Background: an optimization exercise with open tools, aiming at small area and a short achievable clock period. Do not read the settings as production practice.
The RTL was checked by simulation tests, not by an equivalence proof against the original design.
Power is estimated from default activity; no workload was simulated.

==> flow/design.v <==
module mem_hold (input we, input wen, input d, input q, output y);
    assign y = (we & d) | (wen & q);
endmodule
module rd_aoi3 (input s0, d0, s1, d1, s2, d2, output y);
    assign y = ~((s0 & d0) | (s1 & d1) | (s2 & d2));
endmodule
module row_ctl (input hn, ln, hw, hwn, l, output sel, we, wen);
    assign sel = ~(hn | ln);
    assign we  = ~(hwn | ln);
    assign wen = ~(hw & l);
endmodule
module rd_or (input [85:0] xn, output y);
    assign y = ~&xn;
endmodule
module single_cycle_alu_memory (
    input clk, rst, start,
    input [1:0] op,                 
    input [1:0] mem_op,             
    input [7:0] addr,               
    input [7:0] in_a, in_b,         
    input [7:0] write_data,         
    output reg [15:0] result,       
    output reg error,               
    output reg done                 
);
    wire is_wr  = (mem_op == 2'b01);
    wire is_rd  = (mem_op == 2'b10);
    wire is_alu = ~is_wr & ~is_rd;
    wire wr_go = start & ~rst & is_wr;
    wire [15:0] hi = 16'd1 << addr[7:4];
    wire [15:0] lo = 16'd1 << addr[3:0];
    wire [15:0] hiw = hi & {16{wr_go}};
    wire [255:0] sel;
    wire [255:0] we;
    wire [255:0] wen;
    wire [2047:0] bits;             
    genvar r, b, g;
    generate
        for (r = 0; r < 256; r = r + 1) begin : row
            reg [7:0] word;
            wire [7:0] nxt;
            row_ctl ctl (.hn(~hi[r/16]), .ln(~lo[r%16]), .hw(hiw[r/16]), .hwn(~hiw[r/16]),
                         .l(lo[r%16]), .sel(sel[r]), .we(we[r]), .wen(wen[r]));
            for (b = 0; b < 8; b = b + 1) begin : bt
                mem_hold h (.we(we[r]), .wen(wen[r]), .d(write_data[b]), .q(word[b]), .y(nxt[b]));
                assign bits[256*b + r] = word[b];
            end
            always @(posedge clk)
                word <= nxt;
        end
    endgenerate
    wire [7:0] rd_data;
    generate
        for (b = 0; b < 8; b = b + 1) begin : col
            wire [85:0] xn;
            for (g = 0; g < 85; g = g + 1) begin : grp
                rd_aoi3 a (.s0(sel[3*g]), .d0(bits[256*b + 3*g]), .s1(sel[3*g+1]), .d1(bits[256*b + 3*g+1]),
                           .s2(sel[3*g+2]), .d2(bits[256*b + 3*g+2]), .y(xn[g]));
            end
            assign xn[85] = ~(sel[255] & bits[256*b + 255]);
            rd_or o (.xn(xn), .y(rd_data[b]));
        end
    endgenerate
    wire [9:0] b1 = {2'b0, in_b};
    wire [9:0] b2 = {1'b0, in_b, 1'b0};
    wire [9:0] b3 = b1 + b2;
    reg  [7:0] rem;
    reg  [7:0] quo;
    reg  [9:0] t;
    reg        c1, c2, c3;
    integer k;
    always @* begin
        rem = in_a;
        for (k = 3; k >= 0; k = k - 1) begin
            t  = {2'b0, rem} >> (2*k);
            c1 = t >= b1;
            c2 = t >= b2;
            c3 = t >= b3;
            quo[2*k+1] = c2;
            quo[2*k]   = c3 | (c1 & ~c2);
            if (c3)      rem = rem - (b3 << (2*k));
            else if (c2) rem = rem - (b2 << (2*k));
            else if (c1) rem = rem - (b1 << (2*k));
        end
    end
    wire b_zero = (in_b == 8'd0);
    reg [15:0] alu;
    always @* begin
        case (op)
            2'b00: alu = {8'd0, in_a} + {8'd0, in_b};
            2'b01: alu = {8'd0, in_a} - {8'd0, in_b};
            2'b10: alu = in_a * in_b;
            default: alu = b_zero ? 16'hFFFF : {8'd0, quo};
        endcase
    end
    always @(posedge clk or posedge rst) begin
        if (rst) begin
            result <= 16'd0;
            error  <= 1'b0;
            done   <= 1'b0;
        end else if (start) begin
            done  <= 1'b1;
            error <= is_alu & (op == 2'b11) & b_zero;
            if (is_rd)
                result <= {8'd0, rd_data};
            else if (is_alu)
                result <= alu;
        end
    end
endmodule
==> flow/flow/run.sh <==
#!/bin/bash
# The standard layout (standard.sh) with these changes, set in a copy of
# its config.mk:
#  - synthesis leaves full and half adders as plain logic for abc instead of
#    mapping them to the fa/ha cells first, so abc can optimise the
#    arithmetic for delay;
#  - if flow/abc.script exists, abc maps the logic with it instead of ORFS's
#    abc_speed.script (the rest of synthesis is unchanged);
#  - clock tree: sink clusters of up to 16 flip-flops driven by clkbuf_8 and no dummy
#    loads, instead of one clkbuf_16 per ~10 flip-flops;
#  - extra settings from flow/extra.mk, if present (here: ports buffered
#    with buf_4 instead of the delay cell buffer_ports picks by itself;
#    repair_timing asked for 26 ns of setup slack, so that it sizes and
#    buffers the worst paths although the 35 ns clock is met; with
#    TNS_END_PERCENT 0 in config.mk it works on the worst path only;
#    the slow or4 and nor4 cells are not used).
# Each make target's output goes to its own log in this folder.
set -euo pipefail
here=$(pwd)
cp config.mk flow_config.mk
cat >> flow_config.mk <<'EOC'
export ADDER_MAP_FILE =
export CTS_ARGS = -sink_clustering_enable -repair_clock_nets -dont_use_dummy_load -sink_clustering_size 16 -sink_clustering_max_diameter 60 -buf_list {sky130_fd_sc_hd__clkbuf_4 sky130_fd_sc_hd__clkbuf_8}
EOC
if [[ -f flow/extra.mk ]]; then cat flow/extra.mk >> flow_config.mk; fi
synth_script=$here/synth_recipe.tcl
if [[ -f flow/abc.script ]]; then
    sed "s#log_cmd abc {\*}\$abc_args#log_cmd abc {*}[lreplace \$abc_args 1 1 $here/flow/abc.script]#" \
        "$FLOW_HOME/scripts/synth.tcl" > synth_core.tcl
    grep -q "flow/abc.script" synth_core.tcl
    sed "s#\$::env(SCRIPTS_DIR)/synth.tcl#$here/synth_core.tcl#" synth_recipe.tcl > synth_mine.tcl
    grep -q "synth_core.tcl" synth_mine.tcl
    synth_script=$here/synth_mine.tcl
fi
sed -e "s#DESIGN_CONFIG=[^ ]*#DESIGN_CONFIG=$here/flow_config.mk#" \
    -e "s#SYNTH_SCRIPT=[^ ]*#SYNTH_SCRIPT=$synth_script#" standard.sh > standard_mine.sh
grep -q "DESIGN_CONFIG=$here/flow_config.mk" standard_mine.sh
for step in ${FLOW_STEPS:-synth floorplan place cts route finish}; do
    bash standard_mine.sh $step > flow_$step.log 2>&1
done
==> flow/flow/abc.script <==
&get -n
&st
&dch
&nf
&st
&syn2
&if -g -K 6
&synch2
&nf
&st
&syn2
&if -g -K 6
&synch2
&nf
&st
&syn2
&if -g -K 6
&synch2
&nf
&st
&syn2
&if -g -K 6
&synch2
&nf
&st
&syn2
&if -g -K 6
&synch2
&nf
&st
&syn2
&if -g -K 6
&synch2
&nf
&st
&syn2
&if -g -K 6
&synch2
&nf
&st
&syn2
&if -g -K 6
&synch2
&nf
&st
&syn2
&if -g -K 6
&synch2
&nf
&st
&syn2
&if -g -K 6
&synch2
&nf
&st
&dch -f
&nf
&put
buffer -c
topo
stime -c
upsize -c
dnsize -c
==> flow/flow/extra.mk <==
export BUFFER_PORTS_ARGS = -buffer_cell sky130_fd_sc_hd__buf_4
export SETUP_SLACK_MARGIN = 26
export DONT_USE_CELLS += sky130_fd_sc_hd__or4_1 sky130_fd_sc_hd__or4_2 sky130_fd_sc_hd__or4_4 sky130_fd_sc_hd__or4b_1 sky130_fd_sc_hd__or4b_2 sky130_fd_sc_hd__or4b_4 sky130_fd_sc_hd__or4bb_1 sky130_fd_sc_hd__or4bb_2 sky130_fd_sc_hd__or4bb_4 sky130_fd_sc_hd__nor4_1 sky130_fd_sc_hd__nor4_2 sky130_fd_sc_hd__nor4_4 sky130_fd_sc_hd__nor4b_1 sky130_fd_sc_hd__nor4b_2 sky130_fd_sc_hd__nor4b_4 sky130_fd_sc_hd__nor4bb_1 sky130_fd_sc_hd__nor4bb_2 sky130_fd_sc_hd__nor4bb_4
==> flow/standard.sh <==
#!/bin/bash
# synth_recipe.tcl (not shown) runs the flow's synth.tcl, then flattens the netlist and writes it again
# the make line also repeats each setting of config.mk as NAME=value (left out here)
make -C /OpenROAD-flow-scripts/flow DESIGN_CONFIG=/design/flow/config.mk WORK_HOME=/design/flow/orfs CLKGATE_MAP_FILE= SYNTH_SCRIPT=/design/flow/synth_recipe.tcl "${@:-finish}"
==> flow/config.mk <==
export PLATFORM = sky130hd
export DESIGN_NAME = single_cycle_alu_memory
export DESIGN_NICKNAME = single_cycle_alu_memory
export VERILOG_FILES = /design/flow/design.v
export SDC_FILE = /design/flow/constraint.sdc
export NUM_CORES = 4
export LEC_CHECK = 0
export CAP_MARGIN = 30
export CORE_MARGIN = 2
export CORE_UTILIZATION = 50
export SLEW_MARGIN = 30
export SYNTH_HIERARCHICAL = 1
export SYNTH_MINIMUM_KEEP_SIZE = 0
export TNS_END_PERCENT = 0
==> flow/constraint.sdc <==
create_clock -name core_clock -period 35.0 [get_ports {clk}]
set_input_delay 7.0000 -clock core_clock [delete_from_list [all_inputs] [get_ports {clk}]]
set_output_delay 7.0000 -clock core_clock [all_outputs]
set_load 0.01 [all_outputs]
==> results of run 1 <==
## per-module statistics from Yosys, one instance, submodules excluded
module	flip-flops and latches	cells inside	copies in the design
rd_or	0	37	8
mem_hold	0	1	2048
rd_aoi3	0	1	680
row_ctl	0	3	256
single_cycle_alu_memory	2066	3010	1
## per-stage QoR
step | hold slack (ns) | utilization
6_report | 0.476 | 0.543
5_1_grt | 0.486 | 0.543
4_1_cts | 0.474 | 0.542
3_5_place_dp | 0.451 | 0.525
3_3_place_gp | 0.450 | 0.525
2_1_floorplan | 0.438 | -
## placed cells by master (no fill, tap or decap), drive strengths merged, types with 9 or more instances in the layout
cell and n:
a21o 9, o22ai 12, xnor2 68, a22o 2049
xor2 27, clkbuf 160, nor3 17, a21oi 52
nor2b 19, nand2 437, or2 12, o211ai 10
diode 11, and2 24, buf 143, dfrtp 18
o311ai 9, nand4 192, a222oi 680, o31ai 9
a211oi 10, o21ai 73, nand3 56, nand2b 17
inv 48, nor2 690, maj3 22, or3 15
a31oi 10, a22oi 9, dfxtp 2048
## logic make-up (layout without fill, tap and decap cells)
| logic type | Yosys count | in the layout | share of synthesized area |
|---|---|---|---|
| AOI/OAI and AO/OA | 2992 | 2992 | 0.348 |
| xor gates and xnor gates | 103 | 103 | 0.0133 |
| adders and majority gates | 22 | 22 | 0.00289 |
| buffers and inverters | 118 | 356 | 0.00597 |
| DFF | 2066 | 2066 | 0.544 |
| muxes | 6 | 6 | 0.000804 |
| other | 0 | 11 | 0 |
| and+or+nand+nor | 1495 | 1496 | 0.0853 |
## timing repair
action,in CTS,in global routing
pin swaps,14,7
setup endpoints to repair,1219,1372
gates cloned,0,1
buffers inserted,18,9
gates resized for setup,48,25
## cell type report
| cell class | instances | area, um^2 | share of cell area |
|---|---|---|---|
| inverter | 53 | 221 | 0.00269 |
| tap | 2030 | 2540 | 0.0308 |
| sequential | 2066 | 41400 | 0.503 |
| multi-input combinational | 4619 | 34700 | 0.421 |
| timing repair buffer | 145 | 1340 | 0.0162 |
| clock buffer | 158 | 2170 | 0.0264 |
| antenna | 11 | 27.5 | 0.000334 |
## power by group through the flow
| stage | Sequential, mW | Clock, mW | Combinational (mW) |
|---|---|---|---|
| floorplan | 2.44 | 0 | 0.135 |
| global placement | 2.45 | 0 | 0.255 |
| detailed placement | 2.44 | 0 | 0.257 |
| CTS | 2.39 | 1.17 | 0.262 |
| global route | 2.39 | 1.26 | 0.288 |
| finish | 2.39 | 1.15 | 0.271 |
## sequential cells by signal (all words and copies together), names as in the netlist
name,count
result,16
done,1
row.word,2048
error,1
## metal layers
| layer | part of all wire | global-route usage |
|---|---|---|
| met1 | 0.42 | 0.489 |
| met2 | 0.42 | 0.505 |
| met3 | 0.11 | 0.0769 |
| met4 | 0.050 | 0.167 |
| met5 | 0.00044 | 0 |
## critical path, cell delays in order
cell,delay [ns]
buf_4,0.12
nor2b_1,0.12
buf_4,0.18
nand3_1,0.68
nor2_1,0.38
a222oi_1,0.61
nand4_1,0.18
nor2_2,0.31
nand4_1,0.48
or3_4,0.55
a211oi_1,0.31
nand3_1,0.18
nor3_2,0.20
a221oi_2,0.09
## final timing paths
path / end / slack (ns)
max: result[0]$_DFFE_PP0P_ / 24.36
min reg2reg: row[99].word[5]$_DFF_P_ / 0.48
min in group asynchronous: error$_DFFE_PP0P_ / 6.15
max in group asynchronous: result[8]$_DFFE_PP0P_ / 28.50
max reg2reg: result[0]$_DFFE_PP0P_ / 31.63
min: row[99].word[5]$_DFF_P_ / 0.48
==> metrics.csv, run 1 <==
stage,metric,value,unit
sta,relSlewSlack,0.205,
cts,clock_latency,0.91,ns
setup_path,crit_fanout,16,
detailed_routing,vias,66500,
floorplanning,num_rows,143,
sta,tightest_slew,1.19,ns
placement,place_area,0.0797,mm^2
detailed_routing,wl_per_cell,31.5,um
cts,clk_pin_slew_worst_paths,0.09,ns
final_layout,fin_cells,9082,
logic_synthesis,synth_common_cells,"2049 x a22o_1, 2048 x dfxtp_1, 682 x nor2_1",
sta,rsz0062_at_grt,yes,
sta,fmax,94.0,MHz
cts,numCtsBuffers,158,
logic_synthesis,synthTopCellsByArea,"dfxtp_1 54%, a22o_1 24%, a222oi_1 8.9%, nor2_1 3.4%, nand2_1 2.1%",
logic_synthesis,async_flop_share,0.00871,
logic_synthesis,synth-edff-count,0,
detailed_routing,drc,0,
pwr,switching_share,0.250,
logic_synthesis,synth_top_flop_cell,dfxtp_1,
final_layout,stdcell_area,0.0824,mm^2
sta,final.period_utilization,0.304,
pwr,finalPower,3.81,mW
floorplanning,core_area,0.152,mm^2
sta,final.setup.tns,0,ns
pwr,pwr-share-seq,0.627,
floorplanning,dieArea,0.156,mm^2
sta,layout_min_cycle_time,10.64,ns
sta,drv_slew,0,
sta,worst_clock_skew,0.105,ns
pwr,clkPwrFrac,0.302,
logic_synthesis,ys.warnings.count,7,
cts,cts-root-buf,clkbuf_8,
final_layout,syn2layout_area_growth,8.16,%
floorplanning,fp.dieW,394,um
cts,hold_buffers,0,
detailed_routing,first_iter_violations,11700,
run_status,outcome,finished clean,
floorplanning,start_util,0.502,
logic_synthesis,synth_most_common_cell,a22o_1,
final_layout,finalNetCount,7082,
logic_synthesis,yosysTopAreaCell,dfxtp_1,
pwr,ir_worst_vdd,0.0000418,V
logic_synthesis,syn_area,0.0762,mm^2
detailed_routing,drt_wl_total,286000,um
logic_synthesis,netlist_instances,6802,
global_route,grt_pass1_wl,416000,um
sta,hold_violations,0,
pwr,leakage,29.7,nW
placement,gp_routability_congestion,0.958,
global_route,grt_overflow,0,
detailed_routing,vias_per_cell,7.32,
logic_synthesis,avgSynthCellArea,11.2,um^2
cts,clock_sinks,2066,
cts,clk_path_buf_depth,3,
placement,hpwl,176000,um
setup_path,r2r_cells,9,
floorplanning,die_h,394,um
pwr,internal_power,2.86,mW
worst_hold_path,min-delay-start,row[99].word[5]$_DFF_P_,
setup_path,crit_type,primary input to register,
logic_synthesis,seq_area_frac_synth,0.544,
global_route,grtUsageTotal,0.348,
global_route,grt_max_degree,136,
final_layout,nFillCells,13400,
pwr,powerDensity,46.3,mW/mm^2
detailed_routing,ant_nets,0,
placement,place_ws,23.11,ns
setup_path,startpoint_type,primary input,
cts,cts.htree.levels,4,
pwr,power_frac_comb,0.071,
setup_path,cp-end-kind,register,
final_layout,drive_gt1_frac,0.0578,
worst_hold_path,min_path_type,register to register,
run,cap_violations,0,
placement,port-buffer-count,56,
worst_hold_path,holdPathStages,1,
setup_path,reg2reg_from,row[132].word[0]$_DFF_P_,
global_route,antenna_found_initial,22,
setup_path,arrival,11.43,ns
logic_synthesis,synth-seq-cells,2066,
setup_path,worstPathRequired,35.79,ns
detailed_routing,dr.pass1.iters,13,
pwr,p_switching,0.952,mW
sta,setup_slack,24.36,ns
global_route,grt_pass1_vias,61500,
logic_synthesis,synth.distinct_cells,84,
sta,finalSetupViolations,0,
placement,place_inst,8884,
logic_synthesis,yosysTopAreaCellShare,0.538,
setup_path,timing.critical_path.from,addr[4],
cts,cts_tree,done,
floorplanning,ios,57,
==> run 2: changes to the inputs <==
--- a/flow/config.mk
+++ b/flow/config.mk
@@ -5,10 +5,10 @@
 export SDC_FILE = /design/flow/constraint.sdc
 export NUM_CORES = 4
 export LEC_CHECK = 0
-export CAP_MARGIN = 30
+export CAP_MARGIN = 15
 export CORE_MARGIN = 2
 export CORE_UTILIZATION = 50
-export SLEW_MARGIN = 30
+export SLEW_MARGIN = 15
 export SYNTH_HIERARCHICAL = 1
 export SYNTH_MINIMUM_KEEP_SIZE = 0
 export TNS_END_PERCENT = 0
==> run 2 against run 1 <==
Net effect: cell area fell by 0.17%; fmax fell by 0.92%; final cell count is essentially flat; flip-flop and latch count stayed put; still clean; sequential power is essentially flat; critical path type unchanged; critical endpoint unchanged; critical path depth unchanged; combinational power about the same; count of clock-buffer cells in the layout stayed put.
==> metrics.csv, run 2 <==
stage,metric,value,unit,change
setup_path,r2r_end,result[0]$_DFFE_PP0P_,,unchanged
floorplanning,start_util,0.502,,unchanged
setup_path,cp.depth,14,,unchanged
logic_synthesis,avgSynthCellArea,11.2,um^2,unchanged
final_layout,syn2layout_area_growth,7.98,%,was 8.16%
logic_synthesis,syn_area,0.0762,mm^2,unchanged
sta,hold_violations,0,,unchanged
final_layout,fin_util,0.542,,was 0.543
placement,place_area,0.0796,mm^2,was 0.0797 mm^2
setup_path,reg2reg_from,row[132].word[0]$_DFF_P_,,unchanged
final_layout,nFillCells,13400,,about the same
sta,relSlewSlack,0.152,,was 0.205
detailed_routing,wl_per_cell,31.5,um,about the same
placement,port-buffer-count,56,,unchanged
cts,cts_tree,done,,unchanged
logic_synthesis,synth.distinct_cells,84,,unchanged
sta,final.setup.tns,0,ns,unchanged
cts,numCtsBuffers,158,,unchanged
setup_path,slowest_delay,0.60,ns,was 0.68 ns
setup_path,timing.critical_path.from,addr[2],,was addr[4]
placement,place_ws,23.09,ns,was 23.11 ns
placement,gp_routability_congestion,0.958,,unchanged
sta,final.period_utilization,0.307,,was 0.304
setup_path,worst-path-buf-inv,2,,unchanged
logic_synthesis,seq_area_frac_synth,0.544,,unchanged
pwr,ir_worst_vdd,0.0000338,V,was 0.0000418 V
sta,fmax,93.1,MHz,was 94.0 MHz
setup_path,arrival,11.41,ns,was 11.43 ns
setup_path,crit_end,result[0]$_DFFE_PP0P_,,unchanged
floorplanning,dieArea,0.156,mm^2,unchanged
logic_synthesis,yosysTopAreaCell,dfxtp_1,,unchanged
logic_synthesis,synth_top_flop_cell,dfxtp_1,,unchanged
logic_synthesis,yosysTopAreaCellShare,0.538,,unchanged
detailed_routing,ant_nets,0,,unchanged
detailed_routing,drt_wl_total,286000,um,about the same
logic_synthesis,synth_most_common_cell,a22o_1,,unchanged
floorplanning,fp.dieW,394,um,unchanged
detailed_routing,vias,66100,,was 66500
sta,hold_ws,0.473,ns,was 0.476 ns
detailed_routing,drc,0,,unchanged
worst_hold_path,min_path_type,register to register,,unchanged
pwr,leakage,29.7,nW,about the same
placement,hpwl,176000,um,about the same
cts,clk_path_buf_depth,3,,unchanged
global_route,grt_overflow,0,,unchanged
cts,clock_sinks,2066,,unchanged
sta,layout_min_cycle_time,10.74,ns,was 10.64 ns
setup_path,startpoint_type,primary input,,unchanged
final_layout,layout_commonest_cell,a22o_1,,unchanged
cts,cts-root-buf,clkbuf_8,,unchanged
detailed_routing,dr.pass1.iters,10,,was 13
setup_path,critical_path.slowest_cell,or3_4,,was nand3_1
cts,clk_pin_slew_worst_paths,0.08,ns,was 0.09 ns
cts,clock_latency,0.94,ns,was 0.91 ns
logic_synthesis,synth_common_cells,"2049 x a22o_1, 2048 x dfxtp_1, 682 x nor2_1",,unchanged
final_layout,drive_gt1_frac,0.0562,,was 0.0578
final_layout,regMostFlops,row.word,,unchanged
logic_synthesis,ys.warnings.count,7,,unchanged
setup_path,path_cells,buf_4 -> nor2b_1 -> nand2_4 -> buf_6 -> nor2_1 -> a222oi_1 -> nand4_1 -> nor2_1 -> nand4_1 -> or3_4 -> a211oi_1 -> nand3_1 -> nor3_2 -> a221oi_2,,was buf_4 -> nor2b_1 -> buf_4 -> nand3_1 -> nor2_1 -> a222oi_1 -> nand4_1 -> nor2_2 -> nand4_1 -> or3_4 -> a211oi_1 -> nand3_1 -> nor3_2 -> a221oi_2
global_route,grt_pass1_vias,61800,,was 61500
logic_synthesis,netlist_instances,6802,,unchanged
sta,setup_slack,24.26,ns,was 24.36 ns
run,cap_violations,0,,unchanged
setup_path,reg2reg_slack,31.47,ns,was 31.63 ns
detailed_routing,first_iter_violations,11400,,was 11700
sta,finalSetupViolations,0,,unchanged
logic_synthesis,async_flop_share,0.00871,,unchanged
sta,worst_clock_skew,0.142,ns,was 0.105 ns
global_route,grt_max_degree,136,,unchanged
global_route,grtUsageTotal,0.349,,was 0.348
floorplanning,ios,57,,unchanged
cts,hold_buffers,0,,unchanged
run_status,outcome,finished clean,,unchanged
setup_path,crit_type,primary input to register,,unchanged
logic_synthesis,synth-seq-cells,2066,,unchanged
floorplanning,num_rows,143,,unchanged
floorplanning,core_area,0.152,mm^2,unchanged
sta,rsz0062_at_grt,yes,,unchanged
setup_path,crit_fanout,19,,was 16
pwr,powerDensity,46.4,mW/mm^2,was 46.3 mW/mm^2
setup_path,cp-end-kind,register,,unchanged
logic_synthesis,synth-edff-count,0,,unchanged
final_layout,stdcell_area,0.0823,mm^2,was 0.0824 mm^2
setup_path,crit_family,simple AND/OR/NAND/NOR gates,,unchanged
cts,cts.htree.levels,4,,unchanged
global_route,grt_pass1_wl,417000,um,was 416000 um
final_layout,final_cell_mix,"2049 x a22o_1, 2048 x dfxtp_1, 680 x a222oi_1",,unchanged
detailed_routing,vias_per_cell,7.28,,was 7.32
sta,drv_slew,0,,unchanged
sta,tightest_slew,1.27,ns,was 1.19 ns
final_layout,finalNetCount,7075,,was 7082
global_route,antenna_found_initial,18,,was 22
floorplanning,die_h,394,um,unchanged
logic_synthesis,synthTopCellsByArea,"dfxtp_1 54%, a22o_1 24%, a222oi_1 8.9%, nor2_1 3.4%, nand2_1 2.1%",,unchanged
final_layout,largest_reg_flops,2048,,unchanged
setup_path,r2r_cells,9,,unchanged
final_layout,top_regs,"row.word (2048), result (16)",,unchanged
setup_path,worstPathRequired,35.67,ns,was 35.79 ns
run 2: cell count changes in the layout (fill, tap and decap cells not counted), sizes merged:
cell,previous run,this run
clkinv,4,3
clkinvlp,1,0
inv,48,50
clkbuf,160,159
buf,143,137
run 2: metrics by stage:
| stage | cells | total power, mW |
|---|---|---|
| after floorplan | 6802 | 2.57 |
| after CTS | 9060 | 3.82 |
| after global placement | 8883 | 2.70 |
| after global routing | 9069 | 3.94 |
| after detailed placement | 8883 | 2.70 |
| final | 9075 | 3.82 |
run 2: layer usage:
layer	up-vias	track usage	routed length (um)
li1	28800	-	-
met1	32500	0.491	121000
met2	4073	0.507	119000
met3	705	0.0778	30100
met4	12	0.166	14700
met5	-	0	85
run 2: where the power goes:
part / total [mW] / internal, mW / switching (mW)
clock network: 1.16 / 0.404 / 0.752
logic: 0.269 / 0.0843 / 0.185
registers: 2.39 / 2.37 / 0.0178
total: 3.82 / 2.86 / 0.954
run 2: cells by family (layout without fill, tap and decap cells):
kind of cell	Yosys count	in the layout	synth area share
mux	6	6	0.000804
simple gates	1495	1496	0.0853
buf+inv	118	349	0.00597
compound gates	2992	2992	0.348
flops	2066	2066	0.544
fa+ha+maj	22	22	0.00289
xor+xnor	103	103	0.0133
other cells	0	11	0
run 2: what timing repair did:
item	4_1_cts	5_1_grt
endpoints found under the setup margin	1580	1949
resized for setup	54	16
setup buffers	18	4
pin swaps	14	6
gates cloned	1	0
run 2: how the worst min path moves through the flow:
stage | depth (start not counted) | end | slack, ns | startpoint
floorplan | 1 | row[0].word[0]$_DFF_P_ | 0.44 | row[0].word[0]$_DFF_P_
global placement | 1 | row[30].word[1]$_DFF_P_ | 0.45 | row[30].word[1]$_DFF_P_
detailed placement | 1 | row[69].word[4]$_DFF_P_ | 0.45 | row[69].word[4]$_DFF_P_
CTS | 1 | row[58].word[1]$_DFF_P_ | 0.47 | row[58].word[1]$_DFF_P_
global route | 1 | row[95].word[4]$_DFF_P_ | 0.49 | row[95].word[4]$_DFF_P_
finish | 1 | row[253].word[4]$_DFF_P_ | 0.47 | row[253].word[4]$_DFF_P_
run 2: final cells by class:
cell class                      instances  area [um^2]  share of cell area
Antenna cell                           11         27.5            0.000334
Clock buffer                          158         2170              0.0264
Inverter                               53          200             0.00243
Multi-Input combinational cell       4619        34700               0.421
Sequential cell                      2066        41400               0.504
Tap cell                             2030         2540              0.0309
Timing Repair Buffer                  138         1250              0.0152
run 2: Yosys stat by module, one instance, submodules excluded:
module / times used / area (um^2) / cells inside
rd_or: 8 / 203 / 37
mem_hold: 2048 / 8.76 / 1
single_cycle_alu_memory: 1 / 47000 / 3010
rd_aoi3: 680 / 10.0 / 1
row_ctl: 256 / 11.3 / 3
run 2: worst register-to-register path, cell delays in order (launching register included):
cell	delay, ns
dfxtp_1	0.34
a222oi_1	0.44
nand4_1	0.32
nor2_1	0.35
nand4_1	0.49
or3_4	0.60
a211oi_1	0.31
nand3_1	0.17
nor3_2	0.20
a221oi_2	0.08
==> run 3: changes to the inputs <==
--- a/flow/design.v
+++ b/flow/design.v
@@ -9,8 +9,33 @@
     assign we  = ~(hwn | ln);
     assign wen = ~(hw & l);
 endmodule
-module rd_or (input [85:0] xn, output y);
-    assign y = ~&xn;
+module rd_nand4 (input a, b, c, d, output y);
+    assign y = ~(a & b & c & d);
+endmodule
+module rd_nor2 (input a, b, output y);
+    assign y = ~(a | b);
+endmodule
+module rd_nor3 (input a, b, c, output y);
+    assign y = ~(a | b | c);
+endmodule
+module rd_or (input [85:0] xn, output yn);
+    wire [87:0] x = {2'b11, xn};
+    wire [21:0] l1;
+    wire [10:0] l2;
+    wire [2:0]  l3;
+    genvar i;
+    generate
+        for (i = 0; i < 22; i = i + 1) begin : g1
+            rd_nand4 n (.a(x[4*i]), .b(x[4*i+1]), .c(x[4*i+2]), .d(x[4*i+3]), .y(l1[i]));
+        end
+        for (i = 0; i < 11; i = i + 1) begin : g2
+            rd_nor2 n (.a(l1[2*i]), .b(l1[2*i+1]), .y(l2[i]));
+        end
+    endgenerate
+    rd_nand4 n30 (.a(l2[0]), .b(l2[1]), .c(l2[2]),  .d(l2[3]), .y(l3[0]));
+    rd_nand4 n31 (.a(l2[4]), .b(l2[5]), .c(l2[6]),  .d(l2[7]), .y(l3[1]));
+    rd_nand4 n32 (.a(l2[8]), .b(l2[9]), .c(l2[10]), .d(1'b1),  .y(l3[2]));
+    rd_nor3 n4 (.a(l3[0]), .b(l3[1]), .c(l3[2]), .y(yn));
 endmodule
 module single_cycle_alu_memory (
     input clk, rst, start,
@@ -49,7 +74,8 @@
                 word <= nxt;
         end
     endgenerate
-    wire [7:0] rd_data;
+    wire [7:0] rd_data_n;
+    wire [7:0] rd_data = ~rd_data_n;
     generate
         for (b = 0; b < 8; b = b + 1) begin : col
             wire [85:0] xn;
@@ -58,7 +84,7 @@
                            .s2(sel[3*g+2]), .d2(bits[256*b + 3*g+2]), .y(xn[g]));
             end
             assign xn[85] = ~(sel[255] & bits[256*b + 255]);
-            rd_or o (.xn(xn), .y(rd_data[b]));
+            rd_or o (.xn(xn), .yn(rd_data_n[b]));
         end
     endgenerate
     wire [9:0] b1 = {2'b0, in_b};
--- a/flow/flow/run.sh
+++ b/flow/flow/run.sh
@@ -13,7 +13,7 @@
 #    repair_timing asked for 26 ns of setup slack, so that it sizes and
 #    buffers the worst paths although the 35 ns clock is met; with
 #    TNS_END_PERCENT 0 in config.mk it works on the worst path only;
-#    the slow or4 and nor4 cells are not used).
+#    the slow or4 cells are not used).
 # Each make target's output goes to its own log in this folder.
 set -euo pipefail
 here=$(pwd)
==> flow/flow/extra.mk (replaced) <==
export BUFFER_PORTS_ARGS = -buffer_cell sky130_fd_sc_hd__buf_4
export SETUP_SLACK_MARGIN = 26
export DONT_USE_CELLS += sky130_fd_sc_hd__or4_1 sky130_fd_sc_hd__or4_2 sky130_fd_sc_hd__or4_4 sky130_fd_sc_hd__or4b_1 sky130_fd_sc_hd__or4b_2 sky130_fd_sc_hd__or4b_4 sky130_fd_sc_hd__or4bb_1 sky130_fd_sc_hd__or4bb_2 sky130_fd_sc_hd__or4bb_4
--- a/flow/config.mk
+++ b/flow/config.mk
@@ -5,10 +5,10 @@
 export SDC_FILE = /design/flow/constraint.sdc
 export NUM_CORES = 4
 export LEC_CHECK = 0
-export CAP_MARGIN = 15
+export CAP_MARGIN = 30
 export CORE_MARGIN = 2
 export CORE_UTILIZATION = 50
-export SLEW_MARGIN = 15
+export SLEW_MARGIN = 30
 export SYNTH_HIERARCHICAL = 1
 export SYNTH_MINIMUM_KEEP_SIZE = 0
 export TNS_END_PERCENT = 0
==> run 3 against run 2 <==
Net effect: critical path type unchanged; critical endpoint unchanged; combinational power grew 19%; wire length grew 5.3%; register-to-register slack gained 0.09 ns; still clean on timing, DRC and antenna; power grew 1.4%; synthesized cell count grew 0.21%; via count grew 2.4%; first-iteration DRC count grew 0.98%; flip-flop and latch count is the same; die area grew 0.36%; clock power is essentially flat.
==> metrics.csv, run 3 <==
stage,metric,value,unit,change
logic_synthesis,avgSynthCellArea,11.2,um^2,about the same
pwr,ir_worst_vdd,0.0000369,V,was 0.0000338 V
global_route,grt_overflow,0,,unchanged
pwr,powerDensity,45.6,mW/mm^2,was 46.4 mW/mm^2
setup_path,r2r_cells,11,,was 9
logic_synthesis,synth_xor_area_frac,0.0132,,was 0.0133
floorplanning,die_h,395,um,was 394 um
cts,clk_pin_slew_worst_paths,0.09,ns,was 0.08 ns
logic_synthesis,netlist_instances,6816,,was 6802
floorplanning,ios,57,,unchanged
detailed_routing,drc,0,,unchanged
sta,finalSetupViolations,0,,unchanged
setup_path,r2r_end,result[0]$_DFFE_PP0P_,,unchanged
final_layout,final_cell_mix,"2051 x a22o_1, 2048 x dfxtp_1, 680 x a222oi_1",,"was 2049 x a22o_1, 2048 x dfxtp_1, 680 x a222oi_1"
sta,drv_slew,0,,unchanged
global_route,grt_pass1_vias,62700,,was 61800
run_status,outcome,finished clean,,unchanged
logic_synthesis,synth.distinct_cells,94,,was 84
logic_synthesis,synth_common_cells,"2051 x a22o_1, 2048 x dfxtp_1, 680 x a222oi_1, 680 x nor2_1, 425 x nand2_1",,"was 2049 x a22o_1, 2048 x dfxtp_1, 682 x nor2_1"
setup_path,reg2reg_slack,31.56,ns,was 31.47 ns
setup_path,arrival,10.98,ns,was 11.41 ns
setup_path,reg2reg_from,row[180].word[0]$_DFF_P_,,was row[132].word[0]$_DFF_P_
floorplanning,core_area,0.152,mm^2,about the same
worst_hold_path,min_path_type,register to register,,unchanged
cts,cts.htree.levels,4,,unchanged
sta,worst_clock_skew,0.0683,ns,was 0.142 ns
setup_path,worstPathRequired,35.76,ns,was 35.67 ns
logic_synthesis,synthMuxAreaShare,0.000654,,was 0.000804
floorplanning,num_rows,143,,unchanged
floorplanning,dieArea,0.156,mm^2,about the same
sta,rsz0062_at_grt,yes,,unchanged
final_layout,finalNetCount,7209,,was 7075
sta,fmax,97.9,MHz,was 93.1 MHz
setup_path,cp-end-kind,register,,unchanged
pwr,leakage,30.9,nW,was 29.7 nW
logic_synthesis,synth_fa_ha_area_frac,0.00263,,was 0.00289
setup_path,crit_type,primary input to register,,unchanged
detailed_routing,drt_wl_total,301000,um,was 286000 um
cts,numCtsBuffers,159,,was 158
setup_path,crit_end,result[0]$_DFFE_PP0P_,,unchanged
run,cap_violations,0,,unchanged
logic_synthesis,synthSimpleGateAreaFrac,0.0857,,was 0.0853
sta,layout_min_cycle_time,10.21,ns,was 10.74 ns
logic_synthesis,synthTopCellsByArea,"dfxtp_1 54%, a22o_1 23%, a222oi_1 8.9%, nor2_1 3.3%, nand2_1 2.1%",,"was dfxtp_1 54%, a22o_1 24%, a222oi_1 8.9%, nor2_1 3.4%, nand2_1 2.1%"
placement,hpwl,178000,um,was 176000 um
setup_path,crit_fanout,12,,was 19
sta,tightest_slew,1.12,ns,was 1.27 ns
sta,hold_violations,0,,unchanged
detailed_routing,dr.pass1.iters,11,,was 10
logic_synthesis,synth-edff-count,0,,unchanged
detailed_routing,first_iter_violations,11500,,was 11400
floorplanning,start_util,0.504,,was 0.502
floorplanning,fp.dieW,395,um,was 394 um
logic_synthesis,syn_area,0.0765,mm^2,was 0.0762 mm^2
cts,hold_buffers,0,,unchanged
global_route,grtUsageTotal,0.361,,was 0.349
logic_synthesis,synth-seq-cells,2066,,unchanged
cts,clock_latency,0.90,ns,was 0.94 ns
logic_synthesis,synth_top_flop_cell,dfxtp_1,,unchanged
logic_synthesis,yosysTopAreaCellShare,0.536,,was 0.538
global_route,antenna_found_initial,25,,was 18
cts,cts-root-buf,clkbuf_8,,unchanged
detailed_routing,wl_per_cell,32.7,um,was 31.5 um
placement,gp_routability_congestion,0.955,,was 0.958
placement,port-buffer-count,56,,unchanged
final_layout,syn2layout_area_growth,10.8,%,was 7.98%
final_layout,largest_reg_flops,2048,,unchanged
sta,final.period_utilization,0.292,,was 0.307
logic_synthesis,yosysTopAreaCell,dfxtp_1,,unchanged
final_layout,top_regs,"row.word (2048), result (16)",,unchanged
logic_synthesis,synth_top_family_by_area,compound AO/OA/AOI/OAI gates,,unchanged
final_layout,layout_commonest_cell,a22o_1,,unchanged
global_route,grt_pass1_wl,429000,um,was 417000 um
sta,relSlewSlack,0.254,,was 0.152
setup_path,startpoint_type,primary input,,unchanged
detailed_routing,ant_nets,0,,unchanged
setup_path,timing.critical_path.from,addr[0],,was addr[2]
logic_synthesis,ys.warnings.count,7,,unchanged
final_layout,nFillCells,13000,,was 13400
logic_synthesis,synth_compound_area_frac,0.350,,was 0.348
cts,clk_path_buf_depth,3,,unchanged
logic_synthesis,seq_area_frac_synth,0.542,,was 0.544
final_layout,drive_gt1_frac,0.0808,,was 0.0562
final_layout,regMostFlops,row.word,,unchanged
logic_synthesis,synth_most_common_cell,a22o_1,,unchanged
pwr,finalPower,3.87,mW,was 3.82 mW
logic_synthesis,async_flop_share,0.00871,,unchanged
sta,final.setup.tns,0,ns,unchanged
cts,clock_sinks,2066,,unchanged
detailed_routing,vias_per_cell,7.35,,was 7.28
global_route,grt_max_degree,140,,was 136
detailed_routing,vias,67700,,was 66100
cts,cts_tree,done,,unchanged
-- run 3: where the power goes --
group / switching [mW] / internal, mW
combinational: 0.209 / 0.110
sequential: 0.0163 / 2.37
clock: 0.753 / 0.407
total: 0.978 / 2.89
-- run 3: modules after synthesis, one instance, submodules excluded --
| module | flip-flops and latches | copies in the design | cell area, um^2 | cells |
|---|---|---|---|---|
| rd_or | 0 | 8 | 3.75 | 1 |
| rd_nand4 | 0 | 200 | 6.26 | 1 |
| row_ctl | 0 | 256 | 11.3 | 3 |
| rd_nor2 | 0 | 88 | 3.75 | 1 |
| mem_hold | 0 | 2048 | 8.76 | 1 |
| rd_nor3 | 0 | 8 | 10.0 | 1 |
| rd_aoi3 | 0 | 680 | 10.0 | 1 |
| single_cycle_alu_memory | 2066 | 1 | 47200 | 3016 |
-- run 3: area by class of cell --
cell class | instances | area [um^2] | area share
inverters | 48 | 205 | 0.00242
repair buffers | 236 | 2840 | 0.0335
clock buffers | 159 | 2190 | 0.0258
flip-flops and latches | 2066 | 41400 | 0.489
multi-input cells | 4659 | 35500 | 0.419
diodes | 8 | 20.0 | 0.000236
well taps | 2030 | 2540 | 0.0300
-- run 3: worst max-delay path, cell delays in order --
cell and delay (ns):
buf_4 0.17, nor2b_4 0.22, nand2_4 0.18, buf_12 0.18, buf_12 0.19, nor2_1 0.16, a222oi_1 0.41, nand4_1 0.27
nor2_1 0.26, nand4_1 0.46, nor3_4 0.43, o21ai_1 0.16, a21oi_2 0.21, o211ai_1 0.14, a21oi_1 0.19, nand2_1 0.07
o211a_1 0.22
-- run 3: worst min-delay path by stage --
stage	startpoint	endpoint	slack (ns)	depth (start not counted)
after floorplan	row[0].word[0]$_DFF_P_	row[0].word[0]$_DFF_P_	0.44	1
after global placement	row[153].word[0]$_DFF_P_	row[153].word[0]$_DFF_P_	0.45	1
after detailed placement	done$_DFFE_PP0P_	done$_DFFE_PP0P_	0.45	1
after CTS	row[150].word[2]$_DFF_P_	row[150].word[2]$_DFF_P_	0.47	1
after global routing	row[160].word[1]$_DFF_P_	row[160].word[1]$_DFF_P_	0.49	1
final	done$_DFFE_PP0P_	done$_DFFE_PP0P_	0.47	1
-- run 3: repair_timing --
item / in CTS / in global routing
gates resized for setup: 171 / 78
pin swaps: 50 / 54
setup endpoints to repair: 1296 / 1249
setup buffers: 60 / 37
gates cloned: 11 / 11
-- run 3: layer usage --
metal / routed length, um / GRT usage
met1: 123000 / 0.496
met2: 126000 / 0.526
met3: 33800 / 0.0855
met4: 17500 / 0.188
met5: 172 / 0
-- run 3: per-stage QoR --
stage	std cells	worst slack [ns]	area [um^2]	hold WS, ns	utilization
6_report	9206	24.79	84800	0.471	0.558
5_1_grt	9199	24.87	84800	0.488	0.558
4_1_cts	9149	25.04	83800	0.473	0.551
3_5_place_dp	8919	23.08	80000	0.451	0.527
3_3_place_gp	8919	23.04	80000	0.450	0.526
2_1_floorplan	6832	24.42	76600	0.438	-
-- run 3: logic make-up (layout without fill, tap and decap cells) --
logic type,Yosys count,after routing
flip-flops,2066,2066
AND/OR/NAND/NOR,1492,1494
AO/OA/AOI/OAI,3016,3017
buffers and inverters,110,443
XOR/XNOR,99,99
multiplexers,5,5
other,8,32
adder cells (fa/ha/maj),20,20
==> run 4: changes to the inputs <==
--- a/flow/flow/run.sh
+++ b/flow/flow/run.sh
@@ -6,7 +6,7 @@
 #    arithmetic for delay;
 #  - if flow/abc.script exists, abc maps the logic with it instead of ORFS's
 #    abc_speed.script (the rest of synthesis is unchanged);
-#  - clock tree: sink clusters of up to 16 flip-flops driven by clkbuf_8 and no dummy
+#  - clock tree: sink clusters of up to 14 flip-flops driven by clkbuf_8 and no dummy
 #    loads, instead of one clkbuf_16 per ~10 flip-flops;
 #  - extra settings from flow/extra.mk, if present (here: ports buffered
 #    with buf_4 instead of the delay cell buffer_ports picks by itself;
@@ -20,7 +20,7 @@
 cp config.mk flow_config.mk
 cat >> flow_config.mk <<'EOC'
 export ADDER_MAP_FILE =
-export CTS_ARGS = -sink_clustering_enable -repair_clock_nets -dont_use_dummy_load -sink_clustering_size 16 -sink_clustering_max_diameter 60 -buf_list {sky130_fd_sc_hd__clkbuf_4 sky130_fd_sc_hd__clkbuf_8}
+export CTS_ARGS = -sink_clustering_enable -repair_clock_nets -dont_use_dummy_load -sink_clustering_size 14 -sink_clustering_max_diameter 55 -buf_list {sky130_fd_sc_hd__clkbuf_4 sky130_fd_sc_hd__clkbuf_8}
 EOC
 if [[ -f flow/extra.mk ]]; then cat flow/extra.mk >> flow_config.mk; fi
 synth_script=$here/synth_recipe.tcl
==> run 4 against run 3 <==
Net effect: global-route usage rose by 0.11 points; flip-flop and latch count is the same; die area is the same; largest power group unchanged; synthesized area stayed put; final cell count hardly changed; setup slack improved by 0.041 ns.
==> metrics.csv, run 4 <==
stage,metric,value,unit,change
setup_path,crit_type,primary input to register,,unchanged
placement,hpwl,178000,um,unchanged
final_layout,syn2layout_area_growth,10.7,%,was 10.8%
detailed_routing,vias_per_cell,7.32,,was 7.35
logic_synthesis,synth_common_cells,"2051 x a22o_1, 2048 x dfxtp_1, 680 x a222oi_1, 680 x nor2_1, 425 x nand2_1",,unchanged
setup_path,r2r_end,result[0]$_DFFE_PP0P_,,unchanged
final_layout,top_regs,"row.word (2048), result (16)",,unchanged
logic_synthesis,ys.warnings.count,7,,unchanged
sta,fmax,98.3,MHz,was 97.9 MHz
final_layout,drive_gt1_frac,0.0804,,was 0.0808
detailed_routing,drc,0,,unchanged
detailed_routing,dr.pass1.iters,14,,was 11
final_layout,layout_commonest_cell,a22o_1,,unchanged
final_layout,finalNetCount,7214,,was 7209
placement,place_area,0.0800,mm^2,unchanged
final_layout,largest_reg_flops,2048,,unchanged
floorplanning,die_h,395,um,unchanged
sta,tightest_slew,1.11,ns,was 1.12 ns
cts,cts-root-buf,clkbuf_8,,unchanged
logic_synthesis,synth-seq-cells,2066,,unchanged
sta,relSlewSlack,0.256,,was 0.254
detailed_routing,ant_nets,0,,unchanged
floorplanning,core_area,0.152,mm^2,unchanged
sta,drv_slew,0,,unchanged
final_layout,fin_cells,9204,,was 9206
floorplanning,fp.dieW,395,um,unchanged
cts,clk_path_buf_depth,3,,unchanged
setup_path,crit_fanout,8,,was 12
cts,numCtsBuffers,178,,was 159
global_route,grt_overflow,0,,unchanged
detailed_routing,vias,67400,,was 67700
placement,gp_routability_congestion,0.955,,unchanged
pwr,leakage,30.9,nW,about the same
logic_synthesis,synthTopCellsByArea,"dfxtp_1 54%, a22o_1 23%, a222oi_1 8.9%, nor2_1 3.3%, nand2_1 2.1%",,unchanged
global_route,grt_pass1_vias,63000,,was 62700
detailed_routing,first_iter_violations,11200,,was 11500
logic_synthesis,synth-edff-count,0,,unchanged
floorplanning,dieArea,0.156,mm^2,unchanged
worst_hold_path,holdPathEnd,done$_DFFE_PP0P_,,unchanged
pwr,ir_worst_vdd,0.0000441,V,was 0.0000369 V
worst_hold_path,min-delay-start,done$_DFFE_PP0P_,,unchanged
worst_hold_path,min_path_type,register to register,,unchanged
final_layout,regMostFlops,row.word,,unchanged
floorplanning,ios,57,,unchanged
logic_synthesis,seq_area_frac_synth,0.542,,unchanged
sta,hold_violations,0,,unchanged
logic_synthesis,yosysTopAreaCellShare,0.536,,unchanged
logic_synthesis,syn_area,0.0765,mm^2,unchanged
sta,worst_clock_skew,0.107,ns,was 0.0683 ns
logic_synthesis,synth_most_common_cell,a22o_1,,unchanged
sta,final.period_utilization,0.291,,was 0.292
worst_hold_path,holdPathStages,1,,unchanged
detailed_routing,drt_wl_total,298000,um,was 301000 um
sta,rsz0062_at_grt,yes,,unchanged
logic_synthesis,netlist_instances,6816,,unchanged
floorplanning,start_util,0.504,,unchanged
final_layout,stdcell_area,0.0847,mm^2,was 0.0848 mm^2
placement,port-buffer-count,56,,unchanged
run,cap_violations,0,,unchanged
floorplanning,num_rows,143,,unchanged
cts,clock_sinks,2066,,unchanged
setup_path,r2r_cells,11,,unchanged
setup_path,cp-end-kind,register,,unchanged
cts,hold_buffers,0,,unchanged
setup_path,reg2reg_from,row[180].word[0]$_DFF_P_,,unchanged
cts,cts_tree,done,,unchanged
sta,layout_min_cycle_time,10.17,ns,was 10.21 ns
logic_synthesis,async_flop_share,0.00871,,unchanged
setup_path,startpoint_type,primary input,,unchanged
sta,final.setup.tns,0,ns,unchanged
setup_path,reg2reg_slack,31.64,ns,was 31.56 ns
global_route,grtUsageTotal,0.362,,was 0.361
run_status,outcome,finished clean,,unchanged
global_route,grt_max_degree,140,,unchanged
final_layout,final_cell_mix,"2051 x a22o_1, 2048 x dfxtp_1, 680 x a222oi_1",,unchanged
logic_synthesis,synth.distinct_cells,94,,unchanged
pwr,finalPower,3.92,mW,was 3.87 mW
final_layout,fin_util,0.558,,about the same
cts,cts.htree.levels,4,,unchanged
setup_path,arrival,10.95,ns,was 10.98 ns
placement,place_inst,8919,,unchanged
sta,finalSetupViolations,0,,unchanged
global_route,antenna_found_initial,15,,was 25
logic_synthesis,synth_top_flop_cell,dfxtp_1,,unchanged
logic_synthesis,avgSynthCellArea,11.2,um^2,unchanged
setup_path,worstPathRequired,35.78,ns,was 35.76 ns
cts,clk_pin_slew_worst_paths,0.08,ns,was 0.09 ns
logic_synthesis,yosysTopAreaCell,dfxtp_1,,unchanged
cts,clock_latency,0.98,ns,was 0.90 ns
pwr,powerDensity,46.3,mW/mm^2,was 45.6 mW/mm^2
detailed_routing,wl_per_cell,32.4,um,was 32.7 um
global_route,grt_pass1_wl,430000,um,was 429000 um
==> run 4: cell count changes in the layout (fill, tap and decap cells not counted), sizes merged <==
| cell | before | now |
|---|---|---|
| clkbuf | 170 | 183 |
| buf | 218 | 208 |
| diode | 8 | 1 |
| clkinvlp | 4 | 2 |
| inv | 43 | 45 |
| bufbuf | 7 | 8 |
| nand2 | 428 | 429 |
==> run 4: report_power, final <==
group / leakage [nW] / internal (mW) / switching [mW]
logic: 12.9 / 0.107 / 0.207
clock network: 1.28 / 0.453 / 0.765
registers: 16.7 / 2.37 / 0.0162
==> run 4: timing repair <==
item / in CTS / in global routing
setup endpoints to repair: 1191 / 1133
pin swaps: 51 / 44
gates resized for setup: 169 / 69
buffers inserted: 67 / 21
cloned: 11 / 6
==> run 4: modules after synthesis, one instance, submodules excluded <==
module,cells,flops+latches,copies in the design
rd_aoi3,1,0,680
rd_nor3,1,0,8
rd_nor2,1,0,88
single_cycle_alu_memory,3016,2066,1
rd_nand4,1,0,200
row_ctl,3,0,256
mem_hold,1,0,2048
rd_or,1,0,8
==> run 4: area by class of cell <==
type | instances | area [um^2]
antenna | 1 | 2.50
clock buffer | 178 | 2450
fill | 13000 | 67200
inverter | 48 | 198
multi-input combinational | 4660 | 35500
sequential | 2066 | 41400
tap | 2030 | 2540
timing repair buffer | 221 | 2580
==> run 4: cell families (layout without fill, tap and decap cells) <==
logic type,count (synthesis),count (layout),synth area share
simple gates,1492,1495,0.0857
xor+xnor,99,99,0.0132
buf+inv,110,447,0.00567
other cells,8,25,0.000393
mux,5,5,0.000654
fa+ha+maj,20,20,0.00263
compound gates,3016,3017,0.350
flops,2066,2066,0.542
==> run 4: worst max-delay path by stage <==
| stage | slack [ns] | cells past startpoint | from | to |
|---|---|---|---|---|
| after floorplan | 24.42 | 16 | in_b[4] | result[1]$_DFFE_PP0P_ |
| after global placement | 23.04 | 15 | addr[1] | result[0]$_DFFE_PP0P_ |
| after detailed placement | 23.08 | 16 | addr[2] | result[0]$_DFFE_PP0P_ |
| after CTS | 25.04 | 17 | in_b[7] | result[1]$_DFFE_PP0P_ |
| after global routing | 24.89 | 18 | in_a[4] | result[0]$_DFFE_PP0P_ |
| final | 24.83 | 17 | addr[3] | result[0]$_DFFE_PP0P_ |
==> run 4: per-layer routing <==
layer	GRT usage	vias to the layer above	share of wire
met4	0.192	26	0.060
met3	0.0843	812	0.11
li1	-	29200	-
met2	0.527	4255	0.42
met1	0.497	33100	0.41
met5	0	-	0.00098
==> run 4: per-stage QoR <==
stage | worst slack (ns) | hold slack [ns]
global placement | 23.04 | 0.450
finish | 24.83 | 0.467
floorplan | 24.42 | 0.438
CTS | 25.04 | 0.471
detailed placement | 23.08 | 0.451
global route | 24.89 | 0.482
==> run 4: worst max-delay path: stages <==
cell and delay, ns:
buf_4 0.21, nor2b_2 0.26, nand2_4 0.17, buf_12 0.18, buf_4 0.13, nor2_1 0.13, a222oi_1 0.58, nand4_1 0.25
nor2_1 0.17, nand4_1 0.43, nor3_4 0.42, o21ai_1 0.16, a21oi_2 0.20, o211ai_1 0.13, a21oi_1 0.19, nand2_1 0.07
o211a_1 0.22
==> run 5: changes to the inputs <==
==> flow/design.v (replaced) <==
module mem_hold (input act, input actn, input d, input q, output y);
    assign y = (act & d) | (actn & q);
endmodule
module rd_aoi3 (input s0, d0, s1, d1, s2, d2, output y);
    assign y = ~((s0 & d0) | (s1 & d1) | (s2 & d2));
endmodule
module row_ctl (input hn, ln, h, l, output act, actn);
    assign act  = ~(hn | ln);
    assign actn = ~(h & l);
endmodule
module rd_or (input [85:0] xn, output y);
    assign y = ~&xn;
endmodule
module single_cycle_alu_memory (
    input clk, rst, start,
    input [1:0] op,                 
    input [1:0] mem_op,             
    input [7:0] addr,               
    input [7:0] in_a, in_b,         
    input [7:0] write_data,         
    output reg [15:0] result,       
    output reg error,               
    output reg done                 
);
    wire is_wr  = (mem_op == 2'b01);
    wire is_rd  = (mem_op == 2'b10);
    wire is_alu = ~is_wr & ~is_rd;
    wire go    = start & ~rst;
    wire wr_go = go & is_wr;
    wire rd_go = go & is_rd;
    wire [15:0] hi = 16'd1 << addr[7:4];
    wire [15:0] lo = 16'd1 << addr[3:0];
    wire [15:0] hia = hi & {16{wr_go | rd_go}};
    wire [255:0] act;
    wire [255:0] actn;
    wire [7:0] rd_data;
    wire [7:0] col_d = wr_go ? write_data : rd_data;
    wire [2047:0] bits;             
    genvar r, b, g;
    generate
        for (r = 0; r < 256; r = r + 1) begin : row
            reg [7:0] word;
            wire [7:0] nxt;
            row_ctl ctl (.hn(~hia[r/16]), .ln(~lo[r%16]), .h(hia[r/16]), .l(lo[r%16]),
                         .act(act[r]), .actn(actn[r]));
            for (b = 0; b < 8; b = b + 1) begin : bt
                mem_hold h (.act(act[r]), .actn(actn[r]), .d(col_d[b]), .q(word[b]), .y(nxt[b]));
                assign bits[256*b + r] = word[b];
            end
            always @(posedge clk)
                word <= nxt;
        end
    endgenerate
    generate
        for (b = 0; b < 8; b = b + 1) begin : col
            wire [85:0] xn;
            for (g = 0; g < 85; g = g + 1) begin : grp
                rd_aoi3 a (.s0(act[3*g]), .d0(bits[256*b + 3*g]), .s1(act[3*g+1]), .d1(bits[256*b + 3*g+1]),
                           .s2(act[3*g+2]), .d2(bits[256*b + 3*g+2]), .y(xn[g]));
            end
            assign xn[85] = ~(act[255] & bits[256*b + 255]);
            rd_or o (.xn(xn), .y(rd_data[b]));
        end
    endgenerate
    wire [9:0] b1 = {2'b0, in_b};
    wire [9:0] b2 = {1'b0, in_b, 1'b0};
    wire [9:0] b3 = b1 + b2;
    reg  [7:0] rem;
    reg  [7:0] quo;
    reg  [9:0] t;
    reg        c1, c2, c3;
    integer k;
    always @* begin
        rem = in_a;
        for (k = 3; k >= 0; k = k - 1) begin
            t  = {2'b0, rem} >> (2*k);
            c1 = t >= b1;
            c2 = t >= b2;
            c3 = t >= b3;
            quo[2*k+1] = c2;
            quo[2*k]   = c3 | (c1 & ~c2);
            if (c3)      rem = rem - (b3 << (2*k));
            else if (c2) rem = rem - (b2 << (2*k));
            else if (c1) rem = rem - (b1 << (2*k));
        end
    end
    wire b_zero = (in_b == 8'd0);
    reg [15:0] alu;
    always @* begin
        case (op)
            2'b00: alu = {8'd0, in_a} + {8'd0, in_b};
            2'b01: alu = {8'd0, in_a} - {8'd0, in_b};
            2'b10: alu = in_a * in_b;
            default: alu = b_zero ? 16'hFFFF : {8'd0, quo};
        endcase
    end
    always @(posedge clk or posedge rst) begin
        if (rst) begin
            result <= 16'd0;
            error  <= 1'b0;
            done   <= 1'b0;
        end else if (start) begin
            done  <= 1'b1;
            error <= is_alu & (op == 2'b11) & b_zero;
            if (is_rd)
                result <= {8'd0, rd_data};
            else if (is_alu)
                result <= alu;
        end
    end
endmodule
--- a/flow/flow/run.sh
+++ b/flow/flow/run.sh
@@ -12,8 +12,7 @@
 #    with buf_4 instead of the delay cell buffer_ports picks by itself;
 #    repair_timing asked for 26 ns of setup slack, so that it sizes and
 #    buffers the worst paths although the 35 ns clock is met; with
-#    TNS_END_PERCENT 0 in config.mk it works on the worst path only;
-#    the slow or4 cells are not used).
+#    TNS_END_PERCENT 0 in config.mk it works on the worst path only).
 # Each make target's output goes to its own log in this folder.
 set -euo pipefail
 here=$(pwd)
==> flow/flow/extra.mk (replaced) <==
export BUFFER_PORTS_ARGS = -buffer_cell sky130_fd_sc_hd__buf_4
export SETUP_SLACK_MARGIN = 26
==> run 5 against run 4 <==
Net effect: still clean on timing, DRC and antenna; final cell count shrank 0.46%; cell area grew 1.9%; sequential power is essentially flat; core utilization grew 2.0 points; fmax shrank 9.2%; clock power is essentially flat; sequential share of layout area shrank 0.93 points; largest power group unchanged; highest routed layer unchanged.
==> metrics.csv, run 5 <==
stage,metric,value,unit,change
logic_synthesis,synth_top_flop_cell,dfxtp_1,,unchanged
logic_synthesis,synth.distinct_cells,85,,was 94
floorplanning,dieArea,0.153,mm^2,was 0.156 mm^2
detailed_routing,vias,66100,,was 67400
setup_path,worstPathRequired,35.79,ns,was 35.78 ns
detailed_routing,dr.pass1.iters,17,,was 14
sta,tightest_slew,1.13,ns,was 1.11 ns
detailed_routing,vias_per_cell,7.21,,was 7.32
setup_path,r2r_end,row[173].word[7]$_DFF_P_,,was result[0]$_DFFE_PP0P_
detailed_routing,ant_nets,0,,unchanged
sta,worst_clock_skew,0.146,ns,was 0.107 ns
logic_synthesis,seq_area_frac_synth,0.551,,was 0.542
cts,cts-root-buf,clkbuf_8,,unchanged
setup_path,reg2reg_slack,30.77,ns,was 31.64 ns
sta,finalSetupViolations,0,,unchanged
pwr,pwr-share-seq,0.619,,was 0.609
placement,place_inst,8806,,was 8919
pwr,leakage,31.9,nW,was 30.9 nW
floorplanning,ios,57,,unchanged
final_layout,fin_cells,9162,,was 9204
pwr,ir_worst_vdd,0.0000374,V,was 0.0000441 V
floorplanning,core_area,0.150,mm^2,was 0.152 mm^2
detailed_routing,wl_per_cell,31.9,um,was 32.4 um
setup_path,arrival,11.99,ns,was 10.95 ns
detailed_routing,first_iter_violations,11100,,was 11200
setup_path,timing.critical_path.from,mem_op[1],,was addr[3]
logic_synthesis,avgSynthCellArea,11.6,um^2,was 11.2 um^2
floorplanning,fp.dieW,392,um,was 395 um
cts,cts_tree,done,,unchanged
global_route,grt_pass1_vias,59300,,was 63000
logic_synthesis,netlist_instances,6488,,was 6816
final_layout,layout_commonest_cell,a22o_1,,unchanged
logic_synthesis,syn_area,0.0752,mm^2,was 0.0765 mm^2
setup_path,crit_type,primary input to register,,unchanged
pwr,power_frac_comb,0.059,,was 0.080
worst_hold_path,min-delay-start,row[64].word[0]$_DFF_P_,,was done$_DFFE_PP0P_
logic_synthesis,synth-edff-count,0,,unchanged
logic_synthesis,synth_common_cells,"2051 x a22o_1, 2048 x dfxtp_1, 680 x a222oi_1",,"was 2051 x a22o_1, 2048 x dfxtp_1, 680 x a222oi_1, 680 x nor2_1, 425 x nand2_1"
cts,clk_path_buf_depth,3,,unchanged
logic_synthesis,yosysTopAreaCell,dfxtp_1,,unchanged
sta,hold_violations,0,,unchanged
global_route,grt_overflow,0,,unchanged
floorplanning,num_rows,142,,was 143
pwr,switching_share,0.243,,was 0.252
placement,place_area,0.0805,mm^2,was 0.0800 mm^2
cts,clock_sinks,2066,,unchanged
pwr,p_switching,0.926,mW,was 0.988 mW
final_layout,top_regs,"row.word (2048), result (16)",,unchanged
global_route,grt_max_degree,89,,was 140
floorplanning,start_util,0.503,,was 0.504
cts,numCtsBuffers,178,,unchanged
final_layout,final_cell_mix,"2051 x a22o_1, 2048 x dfxtp_1, 680 x a222oi_1",,unchanged
setup_path,crit_fanout,74,,was 8
floorplanning,die_h,392,um,was 395 um
worst_hold_path,holdPathEnd,row[64].word[0]$_DFF_P_,,was done$_DFFE_PP0P_
sta,drv_slew,0,,unchanged
pwr,internal_power,2.89,mW,was 2.93 mW
final_layout,drive_gt1_frac,0.122,,was 0.0804
setup_path,reg2reg_from,row[93].word[7]$_DFF_P_,,was row[180].word[0]$_DFF_P_
detailed_routing,drt_wl_total,292000,um,was 298000 um
final_layout,largest_reg_flops,2048,,unchanged
setup_path,r2r_cells,9,,was 11
detailed_routing,drc,0,,unchanged
placement,hpwl,156000,um,was 178000 um
sta,rsz0062_at_grt,yes,,unchanged
sta,fmax,89.3,MHz,was 98.3 MHz
worst_hold_path,holdPathStages,1,,unchanged
logic_synthesis,synthTopCellsByArea,"dfxtp_1 55%, a22o_1 24%, a222oi_1 9.1%, nand2_1 2.1%, nor2_1 1.8%",,"was dfxtp_1 54%, a22o_1 23%, a222oi_1 8.9%, nor2_1 3.3%, nand2_1 2.1%"
pwr,finalPower,3.81,mW,was 3.92 mW
placement,gp_routability_congestion,0.890,,was 0.955
cts,clk_pin_slew_worst_paths,0.08,ns,about the same
pwr,clkPwrFrac,0.322,,was 0.311
setup_path,cp-end-kind,register,,unchanged
pwr,powerDensity,44.1,mW/mm^2,was 46.3 mW/mm^2
logic_synthesis,async_flop_share,0.00871,,unchanged
run_status,outcome,finished clean,,unchanged
cts,clock_latency,0.95,ns,was 0.98 ns
final_layout,nFillCells,12700,,was 13000
cts,cts.htree.levels,4,,unchanged
final_layout,syn2layout_area_growth,14.9,%,was 10.7%
global_route,antenna_found_initial,16,,was 15
sta,final.period_utilization,0.320,,was 0.291
logic_synthesis,synth_most_common_cell,a22o_1,,unchanged
sta,final.setup.tns,0,ns,unchanged
cts,hold_buffers,0,,unchanged
placement,port-buffer-count,56,,unchanged
run,cap_violations,0,,unchanged
global_route,grt_pass1_wl,411000,um,was 430000 um
global_route,grtUsageTotal,0.354,,was 0.362
sta,layout_min_cycle_time,11.20,ns,was 10.17 ns
final_layout,finalNetCount,7183,,was 7214
logic_synthesis,ys.warnings.count,7,,unchanged
final_layout,regMostFlops,row.word,,unchanged
logic_synthesis,synth-seq-cells,2066,,unchanged
worst_hold_path,min_path_type,register to register,,unchanged
final_layout,fin_util,0.577,,was 0.558
sta,relSlewSlack,0.244,,was 0.256
logic_synthesis,yosysTopAreaCellShare,0.545,,was 0.536
setup_path,startpoint_type,primary input,,unchanged
final_layout,stdcell_area,0.0864,mm^2,was 0.0847 mm^2
==> run 5: worst max-delay path by stage <==
stage | end | depth (start not counted)
finish | row[183].word[4]$_DFF_P_ | 18
global route | row[188].word[4]$_DFF_P_ | 18
floorplan | result[0]$_DFFE_PP0P_ | 19
detailed placement | row[225].word[0]$_DFF_P_ | 19
global placement | row[118].word[0]$_DFF_P_ | 16
CTS | row[217].word[6]$_DFF_P_ | 18
==> run 5: metal layers <==
metal	GRT usage	wire length, um	vias to the layer above
met5	0	63	-
met4	0.149	13100	10
met3	0.0733	30700	559
met2	0.519	125000	3947
met1	0.505	123000	32800
li1	-	-	28800
==> run 5: timing repair <==
action / CTS / global route
buffers inserted: 60 / 53
resized for setup: 175 / 100
gates cloned: 41 / 20
pin swaps: 88 / 118
setup endpoints to repair: 2064 / 2064
==> run 5: cell families (layout without fill, tap and decap cells) <==
| kind of cell | after synthesis | after routing | synth area share |
|---|---|---|---|
| AO/OA/AOI/OAI | 3025 | 3025 | 0.355 |
| other | 0 | 4 | 0 |
| AND/OR/NAND/NOR | 1162 | 1166 | 0.0708 |
| buffers and inverters | 112 | 730 | 0.00594 |
| flip-flops | 2066 | 2066 | 0.551 |
| multiplexers | 10 | 42 | 0.00148 |
| XOR/XNOR | 98 | 98 | 0.0134 |
| adder cells (fa/ha/maj) | 15 | 15 | 0.00201 |
==> run 5: per-module statistics from Yosys, one instance, submodules excluded <==
module | flops+latches | times used | cell area, um^2
mem_hold | 0 | 2048 | 8.76
rd_aoi3 | 0 | 680 | 10.0
rd_or | 0 | 8 | 181
row_ctl | 0 | 256 | 7.51
single_cycle_alu_memory | 2066 | 1 | 47100
==> run 5: area by class of cell <==
class	instances	area, um^2	share of cell area
Inverter	55	234	0.00271
Multi-Input combinational cell	4346	34900	0.404
Sequential cell	2066	41400	0.480
Clock buffer	178	2450	0.0284
Antenna cell	4	10.0	0.000116
Tap cell	2016	2520	0.0292
Timing Repair Buffer	497	4820	0.0558
==> run 5: stage by stage <==
| step | setup WS [ns] | hold slack [ns] |
|---|---|---|
| finish | 23.80 | 0.471 |
| floorplan | 23.96 | 0.438 |
| global route | 23.90 | 0.477 |
| CTS | 23.97 | 0.470 |
| global placement | 20.48 | 0.450 |
| detailed placement | 20.62 | 0.451 |
==> run 5: power groups by stage <==
| stage | logic, mW | clock network [mW] | registers (mW) |
|---|---|---|---|
| finish | 0.223 | 1.23 | 2.36 |
| global route | 0.235 | 1.33 | 2.36 |
| CTS | 0.208 | 1.24 | 2.36 |
| detailed placement | 0.191 | 0 | 2.42 |
| global placement | 0.188 | 0 | 2.42 |
| floorplan | 0.124 | 0 | 2.42 |
==> run 5: critical path: stages <==
cell	delay, ns
buf_8	0.11
xnor2_4	0.23
or2_4	0.22
nor2_1	0.06
and2_4	0.19
nand2_4	0.08
buf_12	0.15
nor2_4	0.05
buf_6	0.12
buf_4	0.13
a222oi_1	0.61
nand4_1	0.31
nor4_4	0.43
nand4_1	0.44
or4_4	0.70
mux2_8	0.45
buf_12	0.29
a22o_1	0.27

==> re-timing with driven ports <==
The results above use ideal ports. As a check the final layouts listed here were re-extracted and re-timed, cells and wires unchanged.
Step 1, drivers: a clkbuf_16 drives clk and a buf_2 each remaining input, both assumed.
Step 2 adds t to the input delays and takes it off the output delays; t is the mean of the earliest and latest rising clock arrival at the registers after step 1. Input paths then give back, and output paths get back, about the clock's delay inside the block.
a / b / c = no drivers / after step 1 / after step 2; a / b = the first two.
| run | t, ns | setup slack, ns | latest minus earliest clock arrival (ns) | slew at the worst register clock pin (ns) | pins driven straight from the clock port |
|---|---|---|---|---|---|
| run 1 | 0.971 | 24.360 / 24.294 / 23.323 | 0.154 / 0.154 | 0.11 / 0.11 | 1 |
| run 2 | 0.945 | 24.261 / 24.195 / 23.250 | 0.142 / 0.142 | 0.11 / 0.11 | 1 |
| run 3 | 0.964 | 24.788 / 24.803 / 23.840 | 0.106 / 0.107 | 0.11 / 0.11 | 1 |
| run 4 | 0.996 | 24.829 / 24.863 / 23.866 | 0.126 / 0.125 | 0.10 / 0.10 | 1 |
| run 5 | 0.953 | 23.799 / 23.816 / 22.863 | 0.145 / 0.146 | 0.10 / 0.10 | 1 |
After both steps setup and hold are still met in every run listed. The setup slack of run 1, which loses most, moves by -0.066 ns with the drivers and by -1.037 ns with both steps.
